What follows belongs to an exercise in optimizing a design on an open flow for small area and a short achievable clock period; a production flow would make more cautious choices. Where RTL was checked, it was by simulation tests only, not by an equivalence proof against the original. Power is estimated from default activity; no workload was simulated. The flow treats the clock pin as an ideal source, which a real chip does not have.

== alpha ==
// pic_buffer_v2
module pic_buffer_v2 #(
    parameter DSIZE = 8,
    parameter IMAGE_WIDTH = 256,
    parameter IMAGE_LENGTH= 256,
    parameter BUFFER_SIZE = IMAGE_WIDTH*2+3
) (
    input               clk,
    input               rst_n,
    input               frame_start,
    input               shift,
    input  [DSIZE-1:0]  sr_in,
    output              rng_flag,
    output              sr_pixel_valid,
    output [DSIZE-1:0]  sr_pixel_0, sr_pixel_1, sr_pixel_2,
    output [DSIZE-1:0]  sr_pixel_3, sr_pixel_4, sr_pixel_5,
    output [DSIZE-1:0]  sr_pixel_6, sr_pixel_7, sr_pixel_8
);
export LEC_CHECK = 0
export CAP_MARGIN = 20
export CORE_MARGIN = 2
export CORE_UTILIZATION = 80
export CTS_CLUSTER_DIAMETER = 60
export CTS_CLUSTER_SIZE = 24
export PLACE_DENSITY = 0.9
export SETUP_SLACK_MARGIN = 2.4
export SLEW_MARGIN = 20
export SYNTH_MEMORY_MAX_BITS = 16384
create_clock -name core_clock -period 4.6 [get_ports {clk}]
run.sh (not shown) runs the stock make flow with config.mk's settings and CLKGATE_MAP_FILE= SYNTH_SCRIPT=/design/flow/synth_recipe.tcl, a recipe that flattens the netlist after the stock synthesis.
alpha: it failed during detailed placement, and the tool reported DPL-0033.
Inputs modified between alpha and beta:
Settings: CORE_UTILIZATION now 70, was 80; PLACE_DENSITY now 0.8, was 0.9.
Results
- [compare] base=alpha new=beta: final estimated routing congestion in global placement went down; starting utilization of the core area went down; number of I/O port buffers did not really move; mux share of post-synthesis cell area did not really move.
- Against alpha, beta comes in 36% lower on detailed-placement wirelength estimate.
- Row count in beta is 9 above alpha.
- Lower die width among beta and alpha: alpha
- FAIL beta @ clock tree synthesis: tool exited with error
- In beta the vertical extent of the die turned out 23 µm higher than in alpha.
Function was not checked in any run of this note: the RTL went through the layout flow alone.


Another version of the RTL of pic_buffer_v2 (not shown whole).
==> flow/config.mk <==
export PLATFORM = sky130hd
export DESIGN_NAME = pic_buffer_v2
export DESIGN_NICKNAME = pic_buffer_v2
export VERILOG_FILES = /design/flow/design.v
export SDC_FILE = /design/flow/constraint.sdc
export NUM_CORES = 4
export LEC_CHECK = 0
export CAP_MARGIN = 20
export CORE_MARGIN = 2
export CORE_UTILIZATION = 65
export CTS_CLUSTER_DIAMETER = 60
export CTS_CLUSTER_SIZE = 24
export PLACE_DENSITY = 0.8
export SETUP_SLACK_MARGIN = 2.1
export SLEW_MARGIN = 20
export SYNTH_MEMORY_MAX_BITS = 16384
==> flow/constraint.sdc <==
create_clock -name core_clock -period 4.6 [get_ports {clk}]
set_input_delay 0.9200 -clock core_clock [delete_from_list [all_inputs] [get_ports {clk}]]
set_output_delay 0.9200 -clock core_clock [all_outputs]
set_load 0.01 [all_outputs]
standard.sh (not shown) runs the stock make flow with config.mk's settings and CLKGATE_MAP_FILE= SYNTH_SCRIPT=/design/flow/synth_recipe.tcl, a recipe that flattens the netlist after the stock synthesis.
==> flow/flow/run.sh <==
#!/bin/bash
# The standard layout, with two changes:
#  - after placement, each register that drives an output port is moved next
#    to that port's buffer and the placement is legalised again;
#  - clock tree synthesis without dummy loads on the leaf buffers.
set -euo pipefail
export CTS_ARGS="-sink_clustering_enable -repair_clock_nets -sink_clustering_size 28 -sink_clustering_max_diameter 60 -dont_use_dummy_load"
R=orfs/results/${FLOW_PLATFORM}/pic_buffer_v2/base
bash standard.sh place > place_flow.log 2>&1
MOVE_IN=$R/3_place.odb MOVE_OUT=$R/3_place_moved.odb \
  openroad -no_init -exit flow/move_out_regs.tcl > move_out_regs.log 2>&1
mv -f $R/3_place_moved.odb $R/3_place.odb
touch $R/3_place.odb $R/3_place.sdc
bash standard.sh > finish_flow.log 2>&1
Other scripts of this flow, unchanged in this note and not shown: flow/flow/move_out_regs.tcl
The baseline completed without violations.
Edit:
SETUP_SLACK_MARGIN = 2.4   (was 2.1)
The new run ran to the end with no violations. Clock-buffer cell count is unchanged. Routed wire length went down by 1.6%. Via count grows by 0.89%. Sequential power hardly moves. Die area is unchanged. Utilization grows by 0.16 points. Non-clock buffer count is higher by 9. Area after synthesis is unchanged. Clock power is about the same.
Edit:
--- a/flow/flow/run.sh
+++ b/flow/flow/run.sh
@@ -7 +7 @@
-export CTS_ARGS="-sink_clustering_enable -repair_clock_nets -sink_clustering_size 28 -sink_clustering_max_diameter 60 -dont_use_dummy_load"
+export CTS_ARGS="-sink_clustering_enable -repair_clock_nets -sink_clustering_size 36 -sink_clustering_max_diameter 60 -dont_use_dummy_load"
PLACE_DENSITY = 0.75   (was 0.8)
The changed run ran to the end with no violations; wire length falls by 18%; power falls by 2.7%; area after synthesis does not change; via count falls by 3.3%; hold slack is about the same.
Edit:
--- a/flow/flow/run.sh
+++ b/flow/flow/run.sh
@@ -7 +7 @@
-export CTS_ARGS="-sink_clustering_enable -repair_clock_nets -sink_clustering_size 36 -sink_clustering_max_diameter 60 -dont_use_dummy_load"
+export CTS_ARGS="-sink_clustering_enable -repair_clock_nets -sink_clustering_size 28 -sink_clustering_max_diameter 60 -dont_use_dummy_load"
ABC_AREA = 1   (was unset)
PLACE_DENSITY = 0.8   (was 0.75)
- The new run ran to the end with no violations
- first-iteration DRC count increases by about a fifth
- area after synthesis increases slightly
- critical path depth decreases by 6
- global-route usage increases by 4.9 points
- die area increases slightly
- fmax stays flat
- worst hold slack improved by 66 ps
Edit:
--- a/flow/flow/run.sh
+++ b/flow/flow/run.sh
@@ -7 +7 @@
-export CTS_ARGS="-sink_clustering_enable -repair_clock_nets -sink_clustering_size 28 -sink_clustering_max_diameter 60 -dont_use_dummy_load"
+export CTS_ARGS="-sink_clustering_enable -repair_clock_nets -sink_clustering_size 24 -sink_clustering_max_diameter 60 -dont_use_dummy_load"
ABC_AREA = unset   (was 1)
PLACE_DENSITY = 0.75   (was 0.8)
The new run completed with no timing, DRC or antenna violations; final area stays flat; count of clock-buffer cells in the layout is higher by 21; synthesized area is lower slightly; critical path depth stays the same; setup slack gets better by 40 ps; die area is lower slightly; total power is higher slightly.
Edit:
--- a/flow/flow/run.sh
+++ b/flow/flow/run.sh
@@ -7 +7 @@
-export CTS_ARGS="-sink_clustering_enable -repair_clock_nets -sink_clustering_size 24 -sink_clustering_max_diameter 60 -dont_use_dummy_load"
+export CTS_ARGS="-sink_clustering_enable -repair_clock_nets -sink_clustering_size 30 -sink_clustering_max_diameter 60 -dont_use_dummy_load"
CORE_UTILIZATION = 60   (was 65)
PLACE_DENSITY = 0.7   (was 0.75)
=> The new run produced a clean layout; wire length went down by 6.0%; worst setup slack is better by 18 ps; worst hold slack hardly moves; final cell count came out higher by 1.6%; global-route usage decreases by 2.2 points.

## static timing again, ports no longer ideal
No port has a modelled driver above. Below, the same layouts with a new extraction and two added sets of constraints. Step 1 sets driving cells, clkbuf_16 on the clock port and buf_2 on the other inputs (assumed; they add their load-dependent delay and slew). Step 2 also shifts input and output timing later by t, the mid clock arrival at the registers, as if the neighbouring blocks saw the same clock. Slacks: ideal / step 1 / step 2; pairs: ideal / step 1.
run | t (ns) | setup WS [ns] | hold slack, ns | clock arrival spread, ns | cell pins on the clock port's net
the first run of note 2 | 0.851 | 2.014 / 2.058 / 1.207 | 0.203 / 0.170 / 0.270 | 0.113 / 0.113 | 1
the second run of note 2 | 0.858 | 2.322 / 2.246 / 1.708 | 0.201 / 0.164 / 0.280 | 0.094 / 0.094 | 1
the third run of note 2 | 0.831 | 2.287 / 2.277 / 1.470 | 0.200 / 0.169 / 0.280 | 0.091 / 0.090 | 1
the fourth run of note 2 | 0.852 | 2.293 / 2.221 / 1.615 | 0.266 / 0.266 / 0.266 | 0.114 / 0.114 | 1
the fifth run of note 2 | 0.836 | 2.333 / 2.261 / 1.587 | 0.219 / 0.187 / 0.288 | 0.093 / 0.093 | 1
the sixth run of note 2 | 0.829 | 2.351 / 2.279 / 1.573 | 0.219 / 0.193 / 0.278 | 0.092 / 0.092 | 1
After both steps setup and hold are still met in every run listed. For the third run of note 2, which loses most, drivers alone change the setup slack by -0.010 ns; drivers and shift together by -0.817 ns.
